From an optimization exercise on the open Yosys and OpenROAD flow, aimed at small area, a short achievable clock period and few clock cycles; shortcuts taken in it are not production practice. Only simulation tests tie the RTL to the original design; equivalence was not proved.

===== flow/config.mk =====
export PLATFORM = sky130hd
export DESIGN_NAME = JAM
export DESIGN_NICKNAME = JAM
export VERILOG_FILES = /design/flow/design.v
export SDC_FILE = /design/flow/constraint.sdc
export NUM_CORES = 4
export LEC_CHECK = 0
export ABC_AREA = 1
export CAP_MARGIN = 20
export CORE_MARGIN = 2
export CORE_UTILIZATION = 50
export PLACE_DENSITY = 0.65
export SETUP_SLACK_MARGIN = 5
export SLEW_MARGIN = 20

===== flow/constraint.sdc =====
create_clock -name core_clock -period 10.0 [get_ports {CLK}]
set_input_delay 2.0000 -clock core_clock [delete_from_list [all_inputs] [get_ports {CLK}]]
set_output_delay 2.0000 -clock core_clock [all_outputs]
set_load 0.01 [all_outputs]

===== flow/design.v =====
module JAM (
    input CLK,
    input RST,
    output [2:0] W,
    output [2:0] J,
    input [6:0] Cost,
    output [3:0] MatchCount,
    output [9:0] MinCost,
    output reg Valid );
localparam ROUND = 3'd0, SEL = 3'd1, FIN = 3'd2, BUILD = 3'd3, COUNT = 3'd4;
reg [2:0] state;
reg [2:0] r;             
reg [2:0] i0;            
reg [2:0] cj;            
reg [2:0] j0;            
reg [8:0] base;          
reg first;
reg [7:0] mind;
reg [2:0] jmin;
reg [6:0] vpc;           
reg [6:0] vpj;           
reg [7:0] dcj;           
reg [2:0] rj;            
reg [7:0] S;             
reg rootr;               
reg [7:0] colFree;
reg [6:0] vp [0:7];
reg [7:0] dst [0:7];     
reg [2:0] way [0:7];     
reg [2:0] rowOf [0:7];   
reg [2:0] ja;
reg augdone;
reg [9:0] mc;
reg [3:0] cnt;
assign MinCost = mc;
assign MatchCount = cnt;
function [3:0] lowest;           
    input [7:0] m;
    begin
        casez (m)
            8'b???????1: lowest = 4'b1000;
            8'b??????10: lowest = 4'b1001;
            8'b?????100: lowest = 4'b1010;
            8'b????1000: lowest = 4'b1011;
            8'b???10000: lowest = 4'b1100;
            8'b??100000: lowest = 4'b1101;
            8'b?1000000: lowest = 4'b1110;
            8'b10000000: lowest = 4'b1111;
            default:     lowest = 4'b0000;
        endcase
    end
endfunction
function lt7;
    input [6:0] c;
    input [10:0] t;
    begin
        if (t[10])
            lt7 = 1'b0;
        else if (t[9:7] != 3'd0)
            lt7 = 1'b1;
        else
            lt7 = c < t[6:0];
    end
endfunction
function [7:0] above;            
    input [2:0] k;
    begin
        above = 8'hFE << k;
    end
endfunction
wire [2:0] j1 = way[ja];
wire [2:0] aR = (state == ROUND) ? cj : (state == FIN) ? j1 : i0;
wire [2:0] rA = rowOf[aR];
assign W = i0;
assign J = cj;
wire [6:0] vp_cj = vpc;
wire [7:0] dA = dst[i0];
wire [9:0] bv = {base[8], base} + {3'd0, vp_cj};
wire [10:0] base11 = {{2{base[8]}}, base};
wire [10:0] thr_o = 11'd256 - base11 - {4'd0, vp_cj};
wire over = !lt7(Cost, thr_o);
wire [4:0] cur_lo = {1'b0, bv[3:0]} + {1'b0, Cost[3:0]};
wire [3:0] cur_h0 = bv[7:4] + {1'b0, Cost[6:4]};
wire [3:0] cur_h1 = bv[7:4] + {1'b0, Cost[6:4]} + 4'd1;
wire [7:0] cur_b = {cur_lo[4] ? cur_h1 : cur_h0, cur_lo[3:0]};
wire [7:0] cur8 = over ? 8'd255 : cur_b;
wire [7:0] dst_cj = dcj;
wire [10:0] thr_d = {3'd0, dst_cj} - base11 - {4'd0, vp_cj};
wire [10:0] thr_m = {3'd0, mind} - base11 - {4'd0, vp_cj};
wire better = rootr || lt7(Cost, thr_d);
wire cur_lt_min = lt7(Cost, thr_m);
wire dst_lt_min = dst_cj < mind;
wire take = first || (better ? cur_lt_min : dst_lt_min);
wire [7:0] nd = better ? cur8 : dst_cj;
wire [3:0] nxt_round = lowest(~S & above(cj));
wire [7:0] bitcj = 8'd1 << cj;
wire [7:0] S_sel = S | (8'd1 << jmin);
wire [3:0] first_round = lowest(~S_sel);
wire [3:0] lS = lowest(S);
wire [7:0] S_fin = S & ~bitcj;
wire [3:0] lSf = lowest(S_fin);
wire aug_last = (j1 == ja);
wire cur_eq_min = (thr_m[10:7] == 4'd0) && (thr_m[6:0] == Cost);
wire newmin = (cj == 3'd0) || cur_lt_min;
wire [7:0] tmask = newmin ? bitcj : cur_eq_min ? (S | bitcj) : S;
wire [2:0] ncol = (state == ROUND) ? nxt_round[2:0] :
                  (state == SEL) ? (colFree[jmin] ? lS[2:0] : first_round[2:0]) :
                  (state == FIN) ? lSf[2:0] : cj + 3'd1;
wire [6:0] vpn = colFree[ncol] ? 7'd0 : vp[ncol];
wire [6:0] vp_upd = vpc + (mind[6:0] - dcj[6:0]);
wire [7:0] dstn = dst[ncol];
wire [6:0] vp0 = colFree[0] ? 7'd0 : vp[0];
wire [7:0] adj = dA;
wire [2:0] dm1 = i0 - 3'd1;
wire [7:0] cand = adj & ~S & (first ? 8'hFF : above(rA));
wire [3:0] lj = lowest(cand);
wire [7:0] u2 = S | (8'd1 << lj[2:0]);
reg ok;
integer k;
always @(*) begin
    ok = 1'b1;
    for (k = 1; k < 8; k = k + 1)
        if (k > i0 && (dst[k] & ~u2) == 8'd0)
            ok = 1'b0;
end
wire d6 = first && (i0 == 3'd6);
wire [7:0] fx = ~S;
wire [7:0] flo = fx & (~fx + 8'd1);
wire [7:0] fhi = fx ^ flo;
wire [7:0] m6 = dst[6] & fx;
wire [7:0] m7 = dst[7] & fx;
wire c1 = (|(m6 & flo)) && (|(m7 & fhi));
wire c2 = (|(m6 & fhi)) && (|(m7 & flo));
wire [2:0] pd = rowOf[dm1];
always @(posedge CLK or posedge RST) begin
    if (RST) begin
        state <= ROUND;
        r <= 3'd0;
        i0 <= 3'd0;
        cj <= 3'd0;
        base <= 9'd0;
        first <= 1'b1;
        S <= 8'd0;
        rootr <= 1'b1;
        vpc <= 7'd0;
        colFree <= 8'hFF;
        mc <= 10'd0;
        cnt <= 4'd0;
        Valid <= 1'b0;
        augdone <= 1'b0;
    end else begin
        case (state)
        ROUND: begin
            first <= 1'b0;
            if (nxt_round[3]) begin
                cj <= nxt_round[2:0];
                vpc <= vpn;
                dcj <= dstn;
            end else begin
                state <= SEL;
                i0 <= take ? rA : rj;
                if (!take)
                    cj <= jmin;
            end
        end
        SEL: begin
            if (colFree[jmin]) begin
                mc <= mc + {2'd0, mind};
                colFree[jmin] <= 1'b0;
                cj <= lS[2:0];
                vpc <= vpn;
                dcj <= dstn;
                augdone <= 1'b0;
                state <= FIN;
            end else begin
                S <= S_sel;
                rootr <= 1'b0;
                base <= {1'b0, mind} - {2'd0, Cost} - {2'd0, vpj};
                cj <= first_round[2:0];
                vpc <= vpn;
                dcj <= dstn;
                first <= 1'b1;
                state <= ROUND;
            end
        end
        FIN: begin
            if (S != 8'd0) begin
                S <= S_fin;
                cj <= lSf[2:0];
                vpc <= vpn;
                dcj <= dstn;
            end
            if (!augdone && aug_last)
                augdone <= 1'b1;
            if (S_fin == 8'd0 && (augdone || aug_last)) begin
                vpc <= (S != 8'd0 && cj == 3'd0) ? vp_upd : vp0;
                dcj <= dst[0];
                if (r == 3'd7) begin
                    state <= BUILD;
                    i0 <= 3'd0;
                    cj <= 3'd0;
                    base <= 9'd0;
                end else begin
                    state <= ROUND;
                    r <= r + 3'd1;
                    i0 <= r + 3'd1;
                    base <= 9'd0;
                    rootr <= 1'b1;
                    cj <= 3'd0;
                    first <= 1'b1;
                end
            end
        end
        BUILD: begin
            S <= tmask;
            cj <= cj + 3'd1;
            vpc <= vpn;
            dcj <= dstn;
            if (cj == 3'd7) begin
                i0 <= i0 + 3'd1;
                if (i0 == 3'd7) begin
                    state <= COUNT;
                    S <= 8'd0;
                    first <= 1'b1;
                end
            end
        end
        COUNT: if (!Valid) begin
            if (d6) begin
                cnt <= cnt + {3'd0, c1} + {3'd0, c2};
                i0 <= dm1;
                S <= S & ~(8'd1 << pd);
                first <= 1'b0;
            end else if (lj[3]) begin
                if (ok) begin
                    S <= u2;
                    i0 <= i0 + 3'd1;
                    first <= 1'b1;
                end else begin
                    first <= 1'b0;
                end
            end else if (i0 == 3'd0) begin
                Valid <= 1'b1;
            end else begin
                i0 <= dm1;
                S <= S & ~(8'd1 << pd);
                first <= 1'b0;
            end
        end
        default: state <= ROUND;
        endcase
    end
end
always @(posedge CLK) begin
    case (state)
    ROUND: begin
        if (better) begin
            dst[cj] <= cur8;
            way[cj] <= rootr ? cj : j0;
        end
        if (take) begin
            mind <= nd;
            jmin <= cj;
            vpj <= vpc;
            rj <= rA;
        end
    end
    SEL: begin
        j0 <= jmin;
        ja <= jmin;
        if (colFree[jmin])
            vp[jmin] <= 7'd0;
    end
    FIN: begin
        if (S != 8'd0)
            vp[cj] <= vp_upd;
        if (!augdone) begin
            rowOf[ja] <= aug_last ? r : rA;
            if (!aug_last)
                ja <= j1;
        end
    end
    BUILD: begin
        if (newmin)
            mind <= cur8;
        if (cj == 3'd7)
            dst[i0] <= tmask;
    end
    COUNT: begin
        if (!Valid && !d6 && lj[3])
            rowOf[i0] <= lj[2:0];
    end
    default: ;
    endcase
end
endmodule

===== flow/flow/run.sh =====
#!/bin/bash
# The standard layout (standard.sh: the standard synthesis, then ORFS to the
# final layout), with timing repair aiming at 5.6 ns of setup slack instead of
# config.mk's 5, so that it works further on the paths it shortens.
set -euo pipefail
sed 's/SETUP_SLACK_MARGIN=[0-9.]*/SETUP_SLACK_MARGIN=5.6/' standard.sh > standard_margin.sh
bash standard_margin.sh > standard.log 2>&1

===== flow/standard.sh =====
#!/bin/bash
# synth_recipe.tcl (not shown) runs the flow's synth.tcl, then flattens the netlist and writes it again
# the make line also repeats each setting of config.mk as NAME=value (left out here)
make -C /OpenROAD-flow-scripts/flow DESIGN_CONFIG=/design/flow/config.mk WORK_HOME=/design/flow/orfs CLKGATE_MAP_FILE= SYNTH_SCRIPT=/design/flow/synth_recipe.tcl "${@:-finish}"

==> results.ini, run 1 <==
[timing]
tns_ns = 0
clock-skew-final_ns = 0.0145
final_max_slew_viol_count = 0
timing.final.crit_period_ns = 4.25
hold_viol_final = 0
rsz0062_at_grt = true
whs_ns = 0.480
finalCritPeriodShare_pct = 42.5
finalSetupViolCount = 0
worstMarginPinSlew_ns = 1.03
slew_headroom_pct = 31.1
max_freq_mhz = 235

[global_routing]
grt_pass1_wl_um = 93200
overflow = 0
antenna_found_initial = 1
grt_use_total_pct = 31.5
grt_pass1_vias = 15700
grt_max_degree = 63

[detailed_routing]
final_antenna_net_count = 0
drt-initial-drc-count = 1692
via_per_inst = 6.00
wl_um = 61600
drtPass1Iterations = 6
wl_per_cell_um = 22.2
drc = 0
num_vias = 16700

[floorplan]
fp.dieH_um = 197
core_um2 = 36600
io_pins = 30
rows = 70
initial_utilization_pct = 50.8
dieArea_um2 = 38800
die_w_um = 197

[yosys]
synth_fp_nets = 2421
synth_xor_area_share_pct = 2.31
avgSynthCellArea_um2 = 8.27
synth_cell_types = 60
synth_seq_area_share_pct = 41.5
synthMuxAreaShare_pct = 0.303
synth_common_cells = 459 x nand2_1, 280 x inv_1, 204 x o21ai_0
synth_compound_area_share_pct = 16.4
syn_area_um2 = 18600
synthCells = 2251
synth_top_area_share_pct = 32.8
synth_top_family_by_area = simple AND/OR/NAND/NOR gates
synth-seq-cells = 268
synthTopCellsByArea = edfxtp_1 33%, nand2_1 9.3%, ha_1 8.6%, dfrtp_1 7.0%, inv_1 5.6%
synth_simple_gate_area_share_pct = 19.7
yosysTopAreaCell = edfxtp_1
synthAdderAreaFrac_pct = 12.2
synth.most_common_cell = nand2_1
synthFlopType = edfxtp_1
synth-edff-count = 203
ys.warnings.count = 1
async_flop_share_pct = 23.1

[placed_design]
dp_hpwl_um = 46100
place.gp.congestion = 0.990
port-buffer-count = 29

[final_layout]
diodes = 0
drive_gt1_share_pct = 10.5
nNetsFinal = 2455
area_growth_pct = 13.2
fillCellCount = 3250

[worst_hold_path]
worstHoldPathType = flop to flop

[job]
cap_violations = 0

[worst_setup_path]
critPathArrivalTime_ns = 4.59
path_class = flop to flop
required_ns = 10.35
start_kind = flop
crit_fanout = 9
endpoint_kind = flop

[clock_tree]
postCtsHoldBufs = 0
root_buffer = clkbuf_16
clk_latency_ns = 0.60
cts_buffers = 31
htreeDepth = 1
clock_sinks = 268
cts.path.max_buffers = 3
clk_pin_slew_ns = 0.07
cts_tree = done

[outcome]
outcome = timing/DRC/antenna clean

==> per-stage QoR <==
step	utilization [%]	instance area (um2)	setup slack, ns	std cells
floorplan	-	18600	5.81	2251
global placement	52.7	19300	4.13	2693
detailed placement	52.7	19300	4.38	2693
CTS	56.6	20700	5.59	2764
global route	57.5	21100	5.58	2778
finish	57.5	21100	5.75	2778
==> layout by cell type, fill, tap and decap left out, drive strengths merged, types with 7 or more instances in the layout <==
master / count
a221oi: 9
xnor2: 21
o21ai: 220
a31oi: 17
bufinv: 7
edfxtp: 203
clkdlybuf4s50: 27
o2111ai: 8
a22oi: 11
nand3: 147
dfstp: 10
o22ai: 24
fa: 33
o211ai: 16
nor2: 197
buf: 40
inv: 292
a21oi: 184
a32o: 11
ha: 128
dfrtp: 52
nand4: 14
clkinv: 15
clkbuf: 34
nand2: 482
nor3: 14
clkinvlp: 8
xor2: 28
==> state kept, by name, indices dropped and copies added (netlist names), 7 cells and up, named ones only <==
register  flops
way          24
mind          8
vpj           7
rowOf        24
vpc           7
dst          64
vp           56
S             8
base          9
dcj           8
mc           10
colFree       8
==> critical path: stages (launching register included) <==
cell	delay, ns
edfxtp_1	0.51
fa_1	0.51
ha_1	0.37
nand3_1	0.11
nand2_1	0.09
a21oi_1	0.14
o21ai_0	0.14
a21o_1	0.21
a21oi_1	0.21
xor2_1	0.11
nor3_2	0.24
o21ai_0	0.16
nand2_1	0.22
nand2_4	0.14
a21oi_4	0.24
o22ai_1	0.14
nor2_1	0.23
a31oi_4	0.06
buf_12	0.17
==> cell type report <==
cell class              count  area (um2)  area share, %
multi-input cells        1617        9810           46.6
flip-flops and latches    268        7730           36.7
inverters                 296        1140           5.44
clock buffers              33         783           3.72
repair buffers             70         658           3.12
well taps                 468         586           2.78
clock inverters            25         347           1.65
repair inverters            1        5.00         0.0238
==> per-layer routing <==
metal / routed length [um] / track usage [%] / vias up
met4: 1900 / 9.47 / 0
li1: - / - / 7751
met1: 26100 / 43.9 / 7976
met2: 28100 / 50.7 / 806
met5: 0 / 0 / -
met3: 5400 / 5.39 / 139
==> cells by family after synthesis <==
| family | count (synthesis) |
|---|---|
| multiplexers | 5 |
| XOR/XNOR | 49 |
| flip-flops | 268 |
| AND/OR/NAND/NOR | 868 |
| AO/OA/AOI/OAI | 534 |
| buffers and inverters | 366 |
| adder cells (fa/ha/maj) | 161 |
==> final timing paths <==
| kind | start | to | slack (ns) | cells after the start |
|---|---|---|---|---|
| worst min register to register | colFree[6] | colFree[6] | 0.48 | 2 |
| max in group asynchronous | RST | cj[1] | 7.13 | 3 |
| min in group asynchronous | RST | S[6] | 2.19 | 3 |
| worst max-delay path | mind[2] | dst[3][6] | 5.75 | 18 |
| worst max register to register | mind[2] | dst[3][6] | 5.75 | 18 |
| worst min-delay path | colFree[6] | colFree[6] | 0.48 | 2 |
==> timing repair <==
item,in CTS,in global routing
pin swaps,4,8
setup endpoints to repair,212,263
setup buffers,12,14
cloned,1,0
gates resized for setup,67,56
endpoints found under the hold margin,0,0
Testbench counts, summed over its fixed seeds: cycles 2,845.
==> run 2, diff against run 1 <==
==> flow/flow/run.sh (replaced) <==
#!/bin/bash
# The standard layout (standard.sh: the standard synthesis, then ORFS to the
# final layout), with timing repair aiming at 6.3 ns of setup slack instead of
# config.mk's 5, so that it works further on the paths it shortens.
set -euo pipefail
sed 's/SETUP_SLACK_MARGIN=[0-9.]*/SETUP_SLACK_MARGIN=6.3/' standard.sh > standard_margin.sh
bash standard_margin.sh > standard.log 2>&1
==> results.ini, run 2 <==
[final_layout]
largest_reg_flops = 64
mostFrequentLayoutCell = nand2_1
reg_top3 = dst x64, vp x56
area_growth_pct = 25.1
layout_common_cells = 402 x nand2_1, 251 x inv_1, 203 x edfxtp_1
max_flop_register = dst
drive_gt1_share_pct = 22.6
fillCellCount = 3029
fin_cells = 2882
nNetsFinal = 2562

[global_routing]
grt_max_degree = 63
grt_use_total_pct = 33.1
overflow = 0
grt_pass1_wl_um = 97500
antenna_found_initial = 1
grt_pass1_vias = 16500

[detailed_routing]
final_antenna_net_count = 0
drt-initial-drc-count = 1866
wl_um = 66100
drc = 0
num_vias = 17600
wl_per_cell_um = 22.9
via_per_inst = 6.10
drtPass1Iterations = 6

[placed_design]
place.gp.congestion = 1.01
dp_hpwl_um = 44900
port-buffer-count = 29
post-place-cells = 2689
dp_slack_ns = 4.90

[yosys]
yosysTopAreaCell = edfxtp_1
synth_common_cells = 459 x nand2_1, 280 x inv_1, 204 x o21ai_0
synthTopCellsByArea = edfxtp_1 33%, nand2_1 9.3%, ha_1 8.6%, dfrtp_1 7.0%, inv_1 5.6%
synth-seq-cells = 268
synthFlopType = edfxtp_1
synth_cell_types = 60
synth_simple_gate_area_share_pct = 19.7
synth_compound_area_share_pct = 16.4
syn_area_um2 = 18600
ys.warnings.count = 1
async_flop_share_pct = 23.1
synth_xor_area_share_pct = 2.31
synthMuxAreaShare_pct = 0.303
synth_seq_area_share_pct = 41.5
synth.most_common_cell = nand2_1
synth-edff-count = 203
synthCells = 2251
avgSynthCellArea_um2 = 8.27
synth_fp_nets = 2421
synth_top_area_share_pct = 32.8
synthAdderAreaFrac_pct = 12.2
synth_top_family_by_area = simple AND/OR/NAND/NOR gates

[timing]
final_max_slew_viol_count = 0
slew_headroom_pct = 32.2
max_freq_mhz = 251
rsz0062_at_grt = true
worstMarginPinSlew_ns = 1.02
timing.final.crit_period_ns = 3.98
whs_ns = 0.466
clock-skew-final_ns = 0.0293
finalWorstSetupSlack_ns = 6.02
finalSetupViolCount = 0
hold_viol_final = 0
tns_ns = 0
finalCritPeriodShare_pct = 39.8

[clock_tree]
clk_latency_ns = 0.60
clk_pin_slew_ns = 0.06
clock_sinks = 268
root_buffer = clkbuf_16
cts_tree = done
cts_buffers = 31
htreeDepth = 1
postCtsHoldBufs = 0
cts.path.max_buffers = 3

[worst_setup_path]
path_class = flop to flop
endpoint_kind = flop
crit_fanout = 6
reg2reg_slack_ns = 6.02
regToRegEndpoint = i0[2]
critPathArrivalTime_ns = 4.51
ff2ff_path_depth = 23
reg2reg_from = dcj[2]
required_ns = 10.53
start_kind = flop

[worst_hold_path]
worstHoldPathType = flop to flop
hold_end = mc[9]
hold-path-cell-count = 1
hold_start = mc[9]

[floorplan]
initial_utilization_pct = 50.8
rows = 70
core_um2 = 36600
io_pins = 30
die_w_um = 197
dieArea_um2 = 38800
fp.dieH_um = 197

[job]
cap_violations = 0

[outcome]
outcome = timing/DRC/antenna clean

[run 2: cell counts after synthesis]
No cell type changed its count.
[run 2: how the worst max path moves through the flow]
| stage | start | to | slack [ns] | cells past startpoint |
|---|---|---|---|---|
| after floorplan | Cost[2] | dst[7][0] | 6.13 | 13 |
| after global placement | Cost[1] | dst[1][6] | 4.99 | 13 |
| after detailed placement | Cost[1] | dst[2][6] | 4.90 | 13 |
| after CTS | dcj[2] | dst[1][6] | 6.11 | 18 |
| after global routing | dcj[2] | i0[2] | 5.80 | 23 |
| final | dcj[2] | i0[2] | 6.02 | 23 |
[run 2: metrics by stage]
stage | util (%) | area, um2
floorplan | - | 18900
global placement | 53.5 | 19600
detailed placement | 53.5 | 19600
CTS | 60.5 | 22100
global route | 63.6 | 23300
finish | 63.6 | 23300
[run 2: logic make-up after synthesis]
logic type | Yosys count
xor gates and xnor gates | 49
buffers and inverters | 366
muxes | 5
adders and majority gates | 161
DFF | 268
and+or+nand+nor | 868
AOI/OAI and AO/OA | 534
[run 2: critical path: stages, from the launching register on]
cell	delay, ns
edfxtp_1	0.47
fa_1	0.55
ha_4	0.34
nand2_2	0.06
o21ai_2	0.13
nand2_1	0.07
nand2_1	0.08
a21oi_2	0.08
xor2_1	0.17
ha_1	0.28
a21o_1	0.13
a21oi_2	0.07
o32ai_2	0.32
nand2_1	0.16
buf_6	0.15
nand2_4	0.08
nand3_4	0.16
inv_8	0.16
nand2_4	0.05
o21ai_2	0.06
nor2_1	0.05
a21oi_1	0.14
nand3_1	0.10
nand2_1	0.08
[run 2: layout make-up]
type                            instances  area (um2)  share of cell area, %
Inverter                              296        1200                   5.14
Multi-Input combinational cell       1622       11000                   47.3
Sequential cell                       268        7740                   33.3
Tap cell                              468         586                   2.52
Antenna cell                            1        2.50                 0.0108
Timing Repair Buffer                  171        1770                   7.60
Clock buffer                           36         795                   3.41
Timing Repair inverter                  2        13.8                 0.0591
Clock inverter                         18         168                  0.720
[run 2: repair_timing]
action                                  4_1_cts  5_1_grt
buffers inserted                             69       56
gates cloned                                 11        2
endpoints found under the setup margin      337      345
gates resized for setup                     247      175
pin swaps                                    67       67
[run 2: metal layers]
layer	wire length (um)	track usage, %	vias up
li1	-	-	7997
met1	26600	45.2	8356
met2	29900	52.4	997
met3	6260	5.15	235
met4	3350	14.4	0
met5	0	0	-
==> run 3, diff against run 2 <==
==> flow/flow/run.sh (replaced) <==
#!/bin/bash
# The standard layout (standard.sh: the standard synthesis, then ORFS to the
# final layout), with timing repair aiming at 5.8 ns of setup slack instead of
# config.mk's 5, so that it works further on the paths it shortens.
set -euo pipefail
sed 's/SETUP_SLACK_MARGIN=[0-9.]*/SETUP_SLACK_MARGIN=5.8/' standard.sh > standard_margin.sh
bash standard_margin.sh > standard.log 2>&1
==> results.ini, run 3 <==
[outcome]
outcome = timing/DRC/antenna clean

[clock_tree]
clk_latency_ns = 0.60
cts.path.max_buffers = 3
root_buffer = clkbuf_16
cts_buffers = 31
postCtsHoldBufs = 0
htreeDepth = 1
clk_pin_slew_ns = 0.06
cts_tree = done
clock_sinks = 268

[final_layout]
nNetsFinal = 2463
fillCellCount = 3200
multiInputGateArea_um2 = 10000
drive_gt1_share_pct = 12.1
area_growth_pct = 15.2
final_util_pct = 58.5
reg_top3 = dst x64, vp x56
mostFrequentLayoutCell = nand2_1
max_flop_register = dst
layout_common_cells = 442 x nand2_1, 265 x inv_1, 203 x edfxtp_1
register_area_um2 = 7740
fin_cells = 2787
largest_reg_flops = 64

[global_routing]
grt_pass1_vias = 15800
antenna_found_initial = 1
grt_max_degree = 63
overflow = 0
grt_pass1_wl_um = 93600
grt_use_total_pct = 31.7

[worst_setup_path]
required_ns = 10.31
reg2reg_from = state[1]
critical-path-max-stage-delay_ns = 0.40
crit_fanout = 24
setup.worst_path.start = state[1]
cpMostUsedCell = nand2_1
critPathArrivalTime_ns = 4.41
endpoint_kind = flop
start_kind = flop
critPathSlowestCell = dfrtp_1
path_class = flop to flop

[yosys]
synth_top_area_share_pct = 32.8
synth-seq-cells = 268
syn_area_um2 = 18600
async_flop_share_pct = 23.1
synth-edff-count = 203
synthCells = 2251
synth_common_cells = 459 x nand2_1, 280 x inv_1, 204 x o21ai_0
synth_seq_area_share_pct = 41.5
synthTopCellsByArea = edfxtp_1 33%, nand2_1 9.3%, ha_1 8.6%, dfrtp_1 7.0%, inv_1 5.6%
synth_cell_types = 60
synth_fp_nets = 2421
ys.warnings.count = 1
synthFlopType = edfxtp_1
avgSynthCellArea_um2 = 8.27
synth.most_common_cell = nand2_1
yosysTopAreaCell = edfxtp_1

[placed_design]
post-place-cells = 2693
place.gp.congestion = 0.990
dp_hpwl_um = 46100
port-buffer-count = 29

[detailed_routing]
drt-initial-drc-count = 1807
final_antenna_net_count = 0
wl_per_cell_um = 22.3
wl_um = 62300
num_vias = 16900
via_per_inst = 6.06
drtPass1Iterations = 6
drc = 0

[timing]
rsz0062_at_grt = true
clock-skew-final_ns = 0.0165
tns_ns = 0
hold_viol_final = 0
worstMarginPinSlew_ns = 1.04
timing.final.crit_period_ns = 4.10
whs_ns = 0.479
finalSetupViolCount = 0
final_max_slew_viol_count = 0
finalCritPeriodShare_pct = 41.0
slew_headroom_pct = 30.7
max_freq_mhz = 244

[floorplan]
dieArea_um2 = 38800
die_w_um = 197
rows = 70
core_um2 = 36600
initial_utilization_pct = 50.8
io_pins = 30
fp.dieH_um = 197

[job]
cap_violations = 0

[worst_hold_path]
worstHoldPathType = flop to flop
hold_start = mc[9]

## run 3: path summary, 6_finish.rpt
| path | endpoint | slack, ns | cells after the start |
|---|---|---|---|
| worst max register to register | rowOf[0][0] | 5.90 | 28 |
| worst max-delay path | rowOf[0][0] | 5.90 | 28 |
| max in group asynchronous | cj[1] | 7.13 | 3 |
| worst min register to register | mc[9] | 0.48 | 1 |
| worst min-delay path | mc[9] | 0.48 | 1 |
| min in group asynchronous | S[6] | 2.19 | 3 |
## run 3: through the flow
stage,setup WS [ns],cell area (um2)
after detailed placement,4.38,19300
after CTS,5.80,20900
after floorplan,5.81,18600
after global routing,5.62,21400
after global placement,4.13,19300
final,5.90,21400
## run 3: per-layer routing
| layer | vias up | GRT usage [%] | wire [um] |
|---|---|---|---|
| li1 | 7776 | - | - |
| met1 | 8075 | 44.4 | 26000 |
| met2 | 891 | 51.2 | 28600 |
| met3 | 156 | 4.86 | 5630 |
| met4 | 0 | 9.30 | 2020 |
| met5 | - | 0 | 0 |
## run 3: kinds of logic (layout without fill, tap and decap cells)
| group | count (synthesis) | in the layout | synth area share, % |
|---|---|---|---|
| other | 0 | 1 | 0 |
| multiplexers | 5 | 5 | 0.303 |
| XOR/XNOR | 49 | 49 | 2.31 |
| AND/OR/NAND/NOR | 868 | 868 | 19.7 |
| adder cells (fa/ha/maj) | 161 | 161 | 12.2 |
| buffers and inverters | 366 | 433 | 7.65 |
| AO/OA/AOI/OAI | 534 | 534 | 16.4 |
| flip-flops | 268 | 268 | 41.5 |
## run 3: final cells by class
type	instances	area share, %
diodes	1	0.0117
clock buffers	33	3.65
clock inverters	25	1.62
inverters	296	5.39
multi-input cells	1617	46.7
flip-flops and latches	268	36.1
well taps	468	2.73
repair buffers	78	3.81
repair inverters	1	0.0234
## run 3: repair_timing
item,in CTS,in global routing
resized for setup,93,96
buffers inserted,19,15
setup endpoints to repair,261,265
pin swaps,9,12
gates cloned,1,0
## run 3: worst max-delay path: cells and delay by family, from the launching register on
kind | cells | cell delay, ns
buf+inv | 6 | 0.74
flops | 1 | 0.40
compound gates | 2 | 0.28
simple gates | 20 | 2.33
==> run 4, diff against run 3 <==
==> flow/flow/run.sh (replaced) <==
#!/bin/bash
# The standard layout (standard.sh: the standard synthesis, then ORFS to the
# final layout), with timing repair aiming at 6.15 ns of setup slack instead of
# config.mk's 5, so that it works further on the paths it shortens.
set -euo pipefail
sed 's/SETUP_SLACK_MARGIN=[0-9.]*/SETUP_SLACK_MARGIN=6.15/' standard.sh > standard_margin.sh
bash standard_margin.sh > standard.log 2>&1
==> results.ini, run 4 <==
[detailed_routing]
final_antenna_net_count = 0
wl_um = 63900
wl_per_cell_um = 22.3
drt-initial-drc-count = 1834
drc = 0
num_vias = 17200
via_per_inst = 6.00
drtPass1Iterations = 6

[worst_setup_path]
crit_path_cell_trace = fa_1 -> ha_4 -> buf_4 -> nand3_1 -> nand3_2 -> xnor2_1 -> ha_1 -> a21oi_1 -> nand2_1 -> a21o_1 -> a21oi_2 -> o32ai_2 -> nand2_2 -> buf_6 -> inv_6 -> o21ai_4 -> nand2_4 -> nor2_4 -> buf_12
critPathSlowestCell = fa_1
path_class = flop to flop
reg2reg_from = dcj[2]
ff2ff_path_depth = 19
reg2reg_slack_ns = 5.99
regToRegEndpoint = dst[5][3]
crit_family = adder cells
critPathArrivalTime_ns = 4.30
crit_buf_inv = 4
crit_fanout = 7
endpoint_kind = flop
critical-path-max-stage-delay_ns = 0.56
start_kind = flop
required_ns = 10.29

[final_layout]
fillCellCount = 3082
drive_gt1_share_pct = 21.0
nNetsFinal = 2547
layout_common_cells = 413 x nand2_1, 257 x inv_1, 203 x edfxtp_1
largest_reg_flops = 64
mostFrequentLayoutCell = nand2_1
max_flop_register = dst
register_area_um2 = 7740
multiInputGateArea_um2 = 10900
fin_area_um2 = 23000
area_growth_pct = 23.8
reg_top3 = dst x64, vp x56

[floorplan]
core_um2 = 36600
die_w_um = 197
fp.dieH_um = 197
rows = 70
initial_utilization_pct = 50.8
io_pins = 30
dieArea_um2 = 38800

[timing]
finalSetupViolCount = 0
worstMarginPinSlew_ns = 1.09
rsz0062_at_grt = true
finalCritPeriodShare_pct = 40.1
tns_ns = 0
max_freq_mhz = 250
hold_viol_final = 0
slew_headroom_pct = 27.5
timing.final.crit_period_ns = 4.01
clock-skew-final_ns = 0.0105
final_max_slew_viol_count = 0
whs_ns = 0.475

[placed_design]
placed_area_um2 = 19500
port-buffer-count = 29
place.gp.congestion = 0.981
dp_hpwl_um = 44800

[yosys]
synthCells = 2251
synth-seq-cells = 268
async_flop_share_pct = 23.1
synth_top_area_share_pct = 32.8
synth_common_cells = 459 x nand2_1, 280 x inv_1, 204 x o21ai_0
synthFlopType = edfxtp_1
synth-edff-count = 203
synth_fp_nets = 2421
ys.warnings.count = 1
syn_area_um2 = 18600
synth.most_common_cell = nand2_1
synth_seq_area_share_pct = 41.5
avgSynthCellArea_um2 = 8.27
yosysTopAreaCell = edfxtp_1
synthTopCellsByArea = edfxtp_1 33%, nand2_1 9.3%, ha_1 8.6%, dfrtp_1 7.0%, inv_1 5.6%
synth_cell_types = 60

[outcome]
outcome = timing/DRC/antenna clean

[clock_tree]
cts_tree = done
cts_buffers = 30
cts.path.max_buffers = 3
clk_pin_slew_ns = 0.06
root_buffer = clkbuf_16
clk_latency_ns = 0.58
postCtsHoldBufs = 0
clock_sinks = 268
htreeDepth = 1

[worst_hold_path]
hold_end = cnt[3]
hold_start = cnt[3]
worstHoldPathType = flop to flop
hold-path-cell-count = 1

[global_routing]
grt_pass1_vias = 16000
met1_usage_pct = 44.5
met2_usage_pct = 50.7
grt_max_degree = 73
grt_pass1_wl_um = 93800
grt_use_total_pct = 31.8
use_met3_pct = 4.83
antenna_found_initial = 1
overflow = 0
grt.busiest_layer = met2

[job]
cap_violations = 0

run 4: cell counts after synthesis:
No cell type changed its count.
run 4: logic make-up after synthesis:
family	share of synthesized area, %
AND/OR/NAND/NOR	19.7
AO/OA/AOI/OAI	16.4
multiplexers	0.303
buffers and inverters	7.65
adder cells (fa/ha/maj)	12.2
flip-flops	41.5
XOR/XNOR	2.31
run 4: worst max-delay path by stage:
stage / from / endpoint / slack (ns) / depth (start not counted)
floorplan: Cost[0] / base[8] / 6.15 / 16
detailed placement: Cost[2] / dst[4][4] / 4.94 / 13
global route: vpc[2] / i0[2] / 5.82 / 26
finish: dcj[2] / dst[5][3] / 5.99 / 19
CTS: dcj[0] / dst[3][3] / 6.04 / 18
global placement: Cost[1] / dst[6][4] / 4.98 / 12
run 4: what timing repair did:
action,CTS,global route
resized for setup,212,192
gates cloned,5,5
setup buffers,53,57
pin swaps,49,76
setup endpoints to repair,334,325
hold endpoints to repair,0,0
run 4: per-stage QoR:
stage | setup WS [ns] | instances | util [%]
4_1_cts | 6.04 | 2807 | 59.4
6_report | 5.99 | 2870 | 62.9
5_1_grt | 5.82 | 2869 | 62.9
3_5_place_dp | 4.94 | 2693 | 53.2
3_3_place_gp | 4.98 | 2693 | 53.2
2_1_floorplan | 6.15 | 2251 | -
run 4: per-layer routing:
metal  wire, um  vias to the layer above
met5          0                        -
met4       2760                        0
met3       5670                      187
met2      29200                      921
met1      26300                     8178
li1           -                     7946
run 4: final cells by class:
cell class | instances | share of cell area, %
Inverter | 296 | 5.09
Antenna cell | 1 | 0.0109
Multi-Input combinational cell | 1622 | 47.1
Timing Repair inverter | 3 | 0.0815
Tap cell | 468 | 2.54
Sequential cell | 268 | 33.6
Timing Repair Buffer | 156 | 6.78
Clock buffer | 31 | 3.32
Clock inverter | 25 | 1.42
==> run 5, diff against run 4 <==
==> flow/flow/run.sh (replaced) <==
#!/bin/bash
# The standard layout (standard.sh: the standard synthesis, then ORFS to the
# final layout), with timing repair aiming at 6.0 ns of setup slack instead of
# config.mk's 5, so that it works further on the paths it shortens.
set -euo pipefail
sed 's/SETUP_SLACK_MARGIN=[0-9.]*/SETUP_SLACK_MARGIN=6.0/' standard.sh > standard_margin.sh
bash standard_margin.sh > standard.log 2>&1
--- a/flow/config.mk
+++ b/flow/config.mk
@@ -10,4 +10,5 @@
 export CORE_MARGIN = 2
 export CORE_UTILIZATION = 50
+export GPL_ROUTABILITY_DRIVEN = 0
 export PLACE_DENSITY = 0.65
 export SETUP_SLACK_MARGIN = 5
==> results.ini, run 5 <==
[final_layout]
largest_reg_flops = 64
drive_gt1_share_pct = 17.7
layout_common_cells = 421 x nand2_1, 259 x inv_1, 203 x edfxtp_1
fillCellCount = 3113
nNetsFinal = 2516
mostFrequentLayoutCell = nand2_1
area_growth_pct = 19.9
reg_top3 = dst x64, vp x56
fin_cells = 2837
max_flop_register = dst
multiInputGateArea_um2 = 10600
diodes = 0
register_area_um2 = 7740

[detailed_routing]
wl_um = 62100
final_antenna_net_count = 0
drt-initial-drc-count = 1999
drc = 0
drtPass1Iterations = 8
wl_per_cell_um = 21.9
via_per_inst = 6.09
num_vias = 17300

[clock_tree]
clock_sinks = 268
clk_latency_ns = 0.59
htreeDepth = 1
cts_tree = done
postCtsHoldBufs = 0
clk_pin_slew_ns = 0.06
cts.path.max_buffers = 3
root_buffer = clkbuf_16
cts_buffers = 29

[timing]
tns_ns = 0
finalWorstSetupSlack_ns = 5.95
final_max_slew_viol_count = 0
max_freq_mhz = 247
worstMarginPinSlew_ns = 1.07
finalCritPeriodShare_pct = 40.5
rsz0062_at_grt = true
whs_ns = 0.471
slew_headroom_pct = 28.5
finalSetupViolCount = 0
hold_viol_final = 0
timing.final.crit_period_ns = 4.05
clock-skew-final_ns = 0.0271

[worst_setup_path]
critPathArrivalTime_ns = 4.29
cpMostUsedCell = a21oi_2
critPathSlowestCell = fa_1
endpoint_kind = flop
path_class = flop to flop
crit_fanout = 8
critical-path-max-stage-delay_ns = 0.58
crit_path_cell_trace = inv_2 -> buf_6 -> fa_1 -> ha_4 -> a21oi_2 -> o21ai_1 -> a21oi_2 -> xor2_1 -> ha_1 -> a21oi_2 -> o22ai_4 -> o21ai_2 -> nand2_2 -> inv_1 -> nand2_2 -> nand3_4 -> inv_8 -> buf_12 -> o21ai_4
required_ns = 10.24
start_kind = flop

[global_routing]
grt_use_total_pct = 30.8
grt_pass1_vias = 15900
grt_max_degree = 71
overflow = 0
grt_pass1_wl_um = 91800
antenna_found_initial = 1

[yosys]
synth_top_area_share_pct = 32.8
synthCells = 2251
synth_fp_nets = 2421
avgSynthCellArea_um2 = 8.27
synth-seq-cells = 268
synth_cell_types = 60
synthFlopType = edfxtp_1
yosysTopAreaCell = edfxtp_1
synth-edff-count = 203
synth_seq_area_share_pct = 41.5
ys.warnings.count = 1
synthTopCellsByArea = edfxtp_1 33%, nand2_1 9.3%, ha_1 8.6%, dfrtp_1 7.0%, inv_1 5.6%
synth_common_cells = 459 x nand2_1, 280 x inv_1, 204 x o21ai_0
async_flop_share_pct = 23.1
synth.most_common_cell = nand2_1
syn_area_um2 = 18600

[placed_design]
dp_slack_ns = 4.53
post-place-cells = 2689
port-buffer-count = 29
dp_hpwl_um = 43400

[floorplan]
initial_utilization_pct = 50.8
rows = 70
io_pins = 30
dieArea_um2 = 38800
fp.dieH_um = 197
die_w_um = 197
core_um2 = 36600

[worst_hold_path]
worstHoldPathType = flop to flop

[outcome]
outcome = timing/DRC/antenna clean

[job]
cap_violations = 0

==> run 5: worst paths after layout <==
kind	startpoint	endpoint	slack [ns]	cells after the start
max in group asynchronous	RST	cj[1]	7.05	3
worst min register to register	cnt[3]	cnt[3]	0.47	1
worst max register to register	vpc[2]	mind[7]	5.95	19
worst max-delay path	vpc[2]	mind[7]	5.95	19
worst min-delay path	cnt[3]	cnt[3]	0.47	1
min in group asynchronous	RST	base[0]	2.25	3
==> run 5: worst max-delay path, delay by kind of cell, from the launching register on <==
family                   cells  cell delay (ns)
AO/OA/AOI/OAI                7             1.18
adder cells (fa/ha/maj)      3             1.09
buffers and inverters        5             0.50
AND/OR/NAND/NOR              3             0.41
flip-flops                   1             0.36
XOR/XNOR                     1             0.17
==> run 5: routing by layer <==
metal | vias up | GRT usage, % | routed length, um
met5 | - | 0 | 13
met4 | 2 | 13.9 | 3190
met3 | 222 | 5.41 | 6420
met2 | 986 | 47.7 | 27500
met1 | 8174 | 42.4 | 24900
li1 | 7882 | - | -
==> run 5: cell families after synthesis <==
family | synth area share, %
simple gates | 19.7
compound gates | 16.4
buf+inv | 7.65
flops | 41.5
fa+ha+maj | 12.2
xor+xnor | 2.31
mux | 0.303
==> run 5: timing repair <==
item	in CTS	in global routing
cloned	2	4
setup endpoints to repair	330	272
resized for setup	126	206
setup buffers	27	61
pin swaps	21	68
==> run 5: through the flow <==
step	util (%)	instance area, um2
after floorplan	-	18700
after global placement	52.8	19300
after detailed placement	52.8	19300
after CTS	57.4	21000
after global routing	60.9	22300
final	60.9	22300
==> run 5: area by class of cell <==
cell class / count / share of cell area (%)
Multi-Input combinational cell: 1621 / 47.6
Timing Repair inverter: 1 / 0.0505
Sequential cell: 268 / 34.7
Inverter: 296 / 5.28
Clock buffer: 38 / 3.49
Clock inverter: 16 / 0.836
Timing Repair Buffer: 129 / 5.45
Tap cell: 468 / 2.62
==> run 6, diff against run 5 <==
--- a/flow/config.mk
+++ b/flow/config.mk
@@ -10,5 +10,4 @@
 export CORE_MARGIN = 2
 export CORE_UTILIZATION = 50
-export GPL_ROUTABILITY_DRIVEN = 0
 export PLACE_DENSITY = 0.65
 export SETUP_SLACK_MARGIN = 5
==> results.ini, run 6 <==
[yosys]
syn_area_um2 = 18600
avgSynthCellArea_um2 = 8.27
synthCells = 2251
synthFlopType = edfxtp_1
async_flop_share_pct = 23.1
ys.warnings.count = 1
synth_common_cells = 459 x nand2_1, 280 x inv_1, 204 x o21ai_0
synth-seq-cells = 268
synth_seq_area_share_pct = 41.5
yosysTopAreaCell = edfxtp_1
synth_cell_types = 60
synth-edff-count = 203
synth.most_common_cell = nand2_1
synthTopCellsByArea = edfxtp_1 33%, nand2_1 9.3%, ha_1 8.6%, dfrtp_1 7.0%, inv_1 5.6%
synth_top_area_share_pct = 32.8
synth_fp_nets = 2421

[clock_tree]
clock_sinks = 268
cts_tree = done
cts_buffers = 30
htreeDepth = 1
cts.path.max_buffers = 3
clk_pin_slew_ns = 0.06
clk_latency_ns = 0.59
root_buffer = clkbuf_16

[final_layout]
reg_top3 = dst x64, vp x56
fillCellCount = 3171
largest_reg_flops = 64
final_util_pct = 59.9
nNetsFinal = 2492
drive_gt1_share_pct = 15.8
mostFrequentLayoutCell = nand2_1
fin_cells = 2814
area_growth_pct = 17.9
layout_common_cells = 434 x nand2_1, 262 x inv_1, 203 x edfxtp_1
max_flop_register = dst
diodes = 0

[worst_setup_path]
crit_fanout = 5
critPathArrivalTime_ns = 4.29
path_class = flop to flop
endpoint_kind = flop
required_ns = 10.30
start_kind = flop

[timing]
slew_headroom_pct = 26.9
whs_ns = 0.466
finalCritPeriodShare_pct = 39.9
max_freq_mhz = 251
tns_ns = 0
final_max_slew_viol_count = 0
timing.final.crit_period_ns = 3.99
finalWorstSetupSlack_ns = 6.01
rsz0062_at_grt = true
hold_viol_final = 0
clock-skew-final_ns = 0.0205
worstMarginPinSlew_ns = 1.09
finalSetupViolCount = 0

[floorplan]
core_um2 = 36600
fp.dieH_um = 197
die_w_um = 197
rows = 70
dieArea_um2 = 38800
io_pins = 30
initial_utilization_pct = 50.8

[detailed_routing]
via_per_inst = 6.05
wl_per_cell_um = 21.8
drt-initial-drc-count = 1869
final_antenna_net_count = 0
num_vias = 17000
drtPass1Iterations = 6
wl_um = 61500
drc = 0

[placed_design]
place.gp.congestion = 1.00
post-place-cells = 2691
dp_hpwl_um = 44300
dp_slack_ns = 4.49
port-buffer-count = 29

[outcome]
outcome = timing/DRC/antenna clean

[global_routing]
antenna_found_initial = 0
grt_pass1_vias = 16000
grt_pass1_wl_um = 93100
grt_max_degree = 71
grt_use_total_pct = 31.3
overflow = 0

[job]
cap_violations = 0

[worst_hold_path]
worstHoldPathType = flop to flop

-- run 6: cell counts after synthesis --
Identical to the previous run, type by type.
-- run 6: final timing paths --
check / startpoint / end / slack [ns] / depth (start not counted)
worst max register to register: dcj[2] / dst[1][6] / 6.01 / 18
worst max-delay path: dcj[2] / dst[1][6] / 6.01 / 18
min in group asynchronous: RST / base[0] / 1.96 / 2
worst min register to register: mc[9] / mc[9] / 0.47 / 1
max in group asynchronous: RST / cj[1] / 6.94 / 3
worst min-delay path: mc[9] / mc[9] / 0.47 / 1
-- run 6: worst max-delay path: stages (launching register included) --
cell and delay (ns):
edfxtp_1 0.48, fa_1 0.59, ha_4 0.23, a21oi_4 0.12
o21ai_2 0.08, nand2_1 0.07, nand2_2 0.08, a21oi_4 0.19
xor2_2 0.18, ha_1 0.25, a21o_1 0.18, a21oi_2 0.16
o32ai_2 0.12, nand2_1 0.13, inv_2 0.09, o21ai_4 0.28
nand2_4 0.14, nor2_4 0.18, buf_12 0.14
-- run 6: through the flow --
| stage | area, um2 |
|---|---|
| after floorplan | 18700 |
| after global placement | 19300 |
| after detailed placement | 19300 |
| after CTS | 21200 |
| after global routing | 21900 |
| final | 21900 |
-- run 6: cells by family after synthesis --
group                      count (synthesis)  synth area share, %
AOI/OAI and AO/OA                        534                 16.4
DFF                                      268                 41.5
muxes                                      5                0.303
adders and majority gates                161                 12.2
buffers and inverters                    366                 7.65
xor gates and xnor gates                  49                 2.31
and+or+nand+nor                          868                 19.7
-- run 6: final cells by class --
cell class                 instances  area, um2  area share, %
multi-input combinational       1617      10400           47.3
tap                              468        586           2.67
clock inverter                    14        149          0.679
inverter                         296       1160           5.29
sequential                       268       7740           35.3
clock buffer                      42        856           3.90
timing repair buffer             109       1080           4.92
-- run 6: timing repair --
action / 4_1_cts / 5_1_grt
setup endpoints to repair: 306 / 271
setup buffers: 38 / 28
gates cloned: 0 / 1
gates resized for setup: 141 / 149
pin swaps: 19 / 42
hold buffers: 0 / 0
-- run 6: metal layers --
metal  up-vias  share of wire (%)  GRT usage [%]
li1       7819                  -              -
met1      8132                 42           44.1
met2       895                 45           49.3
met3       170                8.9           4.50
met4         0                3.6           11.3
met5         -                  0              0
==> run 7, diff against run 6 <==
--- a/flow/config.mk
+++ b/flow/config.mk
@@ -9,6 +9,6 @@
 export CAP_MARGIN = 20
 export CORE_MARGIN = 2
-export CORE_UTILIZATION = 50
-export PLACE_DENSITY = 0.65
+export CORE_UTILIZATION = 60
+export PLACE_DENSITY = 0.72
 export SETUP_SLACK_MARGIN = 5
 export SLEW_MARGIN = 20
==> results.ini, run 7 <==
[yosys]
synthFlopType = edfxtp_1
synth_cell_types = 60
synth-edff-count = 203
synth_seq_area_share_pct = 41.5
ys.warnings.count = 1
synth.most_common_cell = nand2_1
synthCells = 2251
synthTopCellsByArea = edfxtp_1 33%, nand2_1 9.3%, ha_1 8.6%, dfrtp_1 7.0%, inv_1 5.6%
avgSynthCellArea_um2 = 8.27
synth_fp_nets = 2421
synth-seq-cells = 268
synth_common_cells = 459 x nand2_1, 280 x inv_1, 204 x o21ai_0
syn_area_um2 = 18600
async_flop_share_pct = 23.1
yosysTopAreaCell = edfxtp_1
synth_top_area_share_pct = 32.8

[detailed_routing]
drtPass1Iterations = 7
wl_per_cell_um = 22.8
final_antenna_net_count = 0
via_per_inst = 6.29
routed-wl-met2_um = 27700
drc = 0
wl_um = 62400
wirelength_met1_um = 25100
drt-initial-drc-count = 1988
top_layer_used = met4
route.met3.wl_um = 6800
num_vias = 17200

[floorplan]
dieArea_um2 = 32400
io_pins = 30
initial_utilization_pct = 60.8
fp.dieH_um = 180
core_um2 = 30600
rows = 64
die_w_um = 180

[worst_hold_path]
hold_start = cnt[3]
hold-path-cell-count = 1
worstHoldPathType = flop to flop

[global_routing]
grt_use_total_pct = 36.6
grt_pass1_vias = 16100
antenna_found_initial = 1
grt_pass1_wl_um = 92200
grt_max_degree = 73
overflow = 0

[worst_setup_path]
cpMostUsedCell = inv_1
crit_fanout = 15
crit_buf_inv = 6
ff2ff_path_depth = 11
critPathArrivalTime_ns = 4.39
reg2reg_slack_ns = 5.95
crit_path_cell_trace = buf_4 -> nor2_1 -> buf_4 -> inv_1 -> nor2_1 -> inv_1 -> o21ai_0 -> inv_1 -> nand2_4 -> nor2_4 -> buf_12
setup.worst_path.start = state[2]
start_kind = flop
critical-path-max-stage-delay_ns = 0.84
regToRegEndpoint = dst[2][6]
crit_family = buffers and inverters
reg2reg_from = state[2]
critPathSlowestCell = o21ai_0
path_class = flop to flop
endpoint_kind = flop
required_ns = 10.35
critical_path.endpoint = dst[2][6]
cp_num_cells = 11

[final_layout]
largest_reg_flops = 64
mostFrequentLayoutCell = nand2_1
nNetsFinal = 2496
reg_top3 = dst x64, vp x56
diodes = 0
layout_common_cells = 431 x nand2_1, 259 x inv_1, 203 x edfxtp_1
area_growth_pct = 17.2
drive_gt1_share_pct = 15.7
fillCellCount = 2353
max_flop_register = dst

[placed_design]
port-buffer-count = 29
dp_hpwl_um = 44500
place.gp.congestion = 0.998

[clock_tree]
root_buffer = clkbuf_16
cts_buffers = 29
clk_pin_slew_ns = 0.06
clock_sinks = 268
clk_latency_ns = 0.60
htreeDepth = 1
postCtsHoldBufs = 0
cts_tree = done
cts.path.max_buffers = 3

[timing]
rsz0062_at_grt = true
tns_ns = 0
timing.final.crit_period_ns = 4.05
finalSetupViolCount = 0
max_freq_mhz = 247
finalCritPeriodShare_pct = 40.5
hold_viol_final = 0
worstMarginPinSlew_ns = 1.08
final_max_slew_viol_count = 0
slew_headroom_pct = 28.3
clock-skew-final_ns = 0.0271

[outcome]
outcome = timing/DRC/antenna clean

[job]
cap_violations = 0

==> run 7: cell counts after synthesis <==
Identical to the previous run, type by type.
==> run 7: cells by family after synthesis <==
group | synth area share, %
and+or+nand+nor | 19.7
AOI/OAI and AO/OA | 16.4
buffers and inverters | 7.65
DFF | 41.5
adders and majority gates | 12.2
xor gates and xnor gates | 2.31
muxes | 0.303
==> run 7: final cells by class <==
| type | count | area [um2] | area share, % |
|---|---|---|---|
| timing repair buffer | 111 | 1100 | 5.03 |
| tap | 396 | 495 | 2.27 |
| clock inverter | 19 | 231 | 1.06 |
| clock buffer | 31 | 733 | 3.36 |
| multi-input combinational | 1620 | 10300 | 47.4 |
| sequential | 268 | 7730 | 35.5 |
| inverter | 296 | 1180 | 5.40 |
==> run 7: worst min path at each step <==
stage / endpoint
6_report: cnt[3]
5_1_grt: cnt[3]
4_1_cts: cnt[3]
3_5_place_dp: cnt[3]
3_3_place_gp: cnt[3]
2_1_floorplan: colFree[1]
==> run 7: per-stage QoR <==
stage	cell area [um2]	hold WS [ns]	setup WS [ns]	utilization, %	std cells
detailed placement	19300	0.465	4.55	63.0	2623
floorplan	18700	0.443	5.99	-	2251
CTS	21000	0.473	5.94	68.5	2703
global placement	19300	0.458	4.75	63.0	2623
global route	21800	0.502	5.85	71.3	2741
finish	21800	0.470	5.95	71.3	2741
==> run 7: worst register-to-register path, delay by kind of cell (launching register included) <==
kind,cells,cell delay [ns]
buf+inv,6,1.47
simple gates,4,1.03
compound gates,1,0.84
flops,1,0.45
==> run 7: timing repair <==
item                                    CTS  global route
pin swaps                                22            48
resized for setup                       134           147
endpoints found under the setup margin  273           266
setup buffers                            30            33
gates cloned                              0             5
==> run 7: metal layers <==
| layer | vias up | track usage (%) |
|---|---|---|
| met1 | 8170 | 51.4 |
| met3 | 199 | 6.67 |
| met2 | 1032 | 57.2 |
| met5 | - | 0 |
| li1 | 7837 | - |
| met4 | 0 | 13.6 |
==> run 8, diff against run 7 <==
--- a/flow/config.mk
+++ b/flow/config.mk
@@ -9,6 +9,6 @@
 export CAP_MARGIN = 20
 export CORE_MARGIN = 2
-export CORE_UTILIZATION = 60
-export PLACE_DENSITY = 0.72
+export CORE_UTILIZATION = 45
+export PLACE_DENSITY = 0.6
 export SETUP_SLACK_MARGIN = 5
 export SLEW_MARGIN = 20
==> results.ini, run 8 <==
[outcome]
outcome = timing/DRC/antenna clean

[detailed_routing]
final_antenna_net_count = 0
num_vias = 17100
via_per_inst = 5.88
drc = 0
drtPass1Iterations = 5
wl_um = 65100
drt-initial-drc-count = 1960
wl_per_cell_um = 22.4

[yosys]
async_flop_share_pct = 23.1
synth_seq_area_share_pct = 41.5
yosysTopAreaCell = edfxtp_1
syn_area_um2 = 18600
synth-seq-cells = 268
avgSynthCellArea_um2 = 8.27
synth_common_cells = 459 x nand2_1, 280 x inv_1, 204 x o21ai_0
synth.most_common_cell = nand2_1
synthFlopType = edfxtp_1
ys.warnings.count = 1
synth_top_area_share_pct = 32.8
synth-edff-count = 203
synth_cell_types = 60
synth_fp_nets = 2421
synthCells = 2251
synthTopCellsByArea = edfxtp_1 33%, nand2_1 9.3%, ha_1 8.6%, dfrtp_1 7.0%, inv_1 5.6%

[worst_setup_path]
critPathSlowestCell = dfrtp_1
crit_buf_inv = 3
required_ns = 10.50
setup.worst_path.start = cj[0]
cpMostUsedCell = nand2_2
reg2reg_from = cj[0]
critPathArrivalTime_ns = 4.46
critical-path-max-stage-delay_ns = 0.32
endpoint_kind = flop
path_class = flop to flop
crit_fanout = 14
cp_num_cells = 25
crit_family = simple AND/OR/NAND/NOR gates
ff2ff_path_depth = 25
start_kind = flop
reg2reg_slack_ns = 6.04
regToRegEndpoint = S[7]

[global_routing]
grt_use_total_pct = 28.8
overflow = 0
grt_pass1_wl_um = 96000
antenna_found_initial = 1
grt_max_degree = 63
grt_pass1_vias = 16200

[timing]
finalSetupViolCount = 0
max_freq_mhz = 252
final_max_slew_viol_count = 0
hold_viol_final = 0
worstMarginPinSlew_ns = 0.948
finalCritPeriodShare_pct = 39.6
timing.final.crit_period_ns = 3.96
tns_ns = 0
rsz0062_at_grt = true
slew_headroom_pct = 36.8
clock-skew-final_ns = 0.0499
finalWorstSetupSlack_ns = 6.04

[floorplan]
die_w_um = 207
io_pins = 30
core_um2 = 40800
fp.dieH_um = 207
rows = 74
initial_utilization_pct = 45.6
dieArea_um2 = 43000

[worst_hold_path]
hold_end = mc[9]
hold_start = mc[9]
worstHoldPathType = flop to flop
hold-path-cell-count = 1

[final_layout]
largest_reg_flops = 64
drive_gt1_share_pct = 18.1
nNetsFinal = 2520
fin_area_um2 = 22600
max_flop_register = dst
final_util_pct = 55.3
reg_top3 = dst x64, vp x56
layout_common_cells = 418 x nand2_1, 260 x inv_1, 203 x edfxtp_1
area_growth_pct = 21.3
mostFrequentLayoutCell = nand2_1
fillCellCount = 3701

[clock_tree]
clk_latency_ns = 0.61
clock_sinks = 268
cts_tree = done
cts.path.max_buffers = 3
htreeDepth = 1
root_buffer = clkbuf_16
cts_buffers = 31
clk_pin_slew_ns = 0.06

[placed_design]
placed_area_um2 = 19500
place.gp.congestion = 1.02
port-buffer-count = 29
dp_slack_ns = 4.47
dp_hpwl_um = 46900

[job]
cap_violations = 0

==> run 8: cell counts after synthesis <==
Identical to the previous run, type by type.
==> run 8: cells by family after synthesis <==
group / synth area share, %
buffers and inverters: 7.65
muxes: 0.303
AOI/OAI and AO/OA: 16.4
adders and majority gates: 12.2
and+or+nand+nor: 19.7
DFF: 41.5
xor gates and xnor gates: 2.31
==> run 8: worst max path at each step <==
stage,slack (ns),end
after floorplan,5.99,i0[2]
after global placement,4.61,dst[2][2]
after detailed placement,4.47,dst[0][4]
after CTS,5.99,rowOf[2][2]
after global routing,5.88,dst[6][6]
final,6.04,S[7]
==> run 8: area by class of cell <==
class	count	area (um2)	area share, %
timing repair buffer	134	1330	5.90
antenna	2	5.00	0.0222
sequential	268	7730	34.2
inverter	296	1170	5.20
multi-input combinational	1619	10600	46.8
tap	532	666	2.95
clock inverter	24	310	1.37
clock buffer	34	787	3.49
==> run 8: through the flow <==
stage	hold slack, ns	instances
final	0.468	2909
after global routing	0.484	2907
after CTS	0.473	2866
after detailed placement	0.462	2763
after global placement	0.457	2762
after floorplan	0.443	2251
==> run 8: worst reg2reg max path: cells and delay by family (launching register included) <==
family / cells / cell delay (ns)
buf+inv: 3 / 0.82
flops: 1 / 0.32
simple gates: 21 / 2.64
compound gates: 1 / 0.08
==> run 8: layer usage <==
metal	GRT usage (%)	routed length, um	up-vias	part of all wire (%)
li1	-	-	7878	-
met1	39.9	26600	8083	41
met2	44.0	28500	940	44
met3	4.90	6510	192	10
met4	13.3	3450	0	5.3
met5	0	0	-	0
==> run 8: repair_timing <==
item,in CTS,in global routing
hold buffers,0,0
setup buffers,44,36
pin swaps,31,55
endpoints found under the hold margin,0,0
setup endpoints to repair,273,271
gates resized for setup,167,183
gates cloned,1,5

[separate check: timing with driven ports]
The results above use ideal ports. As a check the final layouts listed here were re-extracted and re-timed, cells and wires unchanged.
Step 1 (the two cells are an assumption about what drives the block):
set clk [get_ports {CLK}]
set_driving_cell -lib_cell sky130_fd_sc_hd__clkbuf_16 $clk
set_driving_cell -lib_cell sky130_fd_sc_hd__buf_2 [delete_from_list [all_inputs] $clk]
Step 2 times the ports against the registers' clock, not the clock port: input delays grow and output delays shrink by t, the midpoint of the rising clock arrivals with the driver on.
Slacks: ideal ports / drivers / drivers and shift; pairs: ideal ports / drivers.
run | t (ns) | setup slack, ns | clock arrival spread, ns
run 1 | 0.648 | 5.752 / 5.752 / 5.169 | 0.014 / 0.014
run 2 | 0.643 | 6.020 / 6.020 / 5.452 | 0.029 / 0.030
run 3 | 0.648 | 5.899 / 5.899 / 5.324 | 0.017 / 0.016
run 4 | 0.631 | 5.992 / 5.992 / 5.455 | 0.013 / 0.013
run 5 | 0.625 | 5.953 / 5.953 / 5.449 | 0.028 / 0.028
run 6 | 0.637 | 6.010 / 6.010 / 5.426 | 0.020 / 0.020
run 7 | 0.645 | 5.955 / 5.955 / 5.444 | 0.027 / 0.027
run 8 | 0.643 | 6.036 / 6.036 / 5.434 | 0.050 / 0.050
After both steps setup and hold are still met in every run listed. For run 8, which loses most, drivers alone change the setup slack by 0.000 ns; drivers and shift together by -0.602 ns.
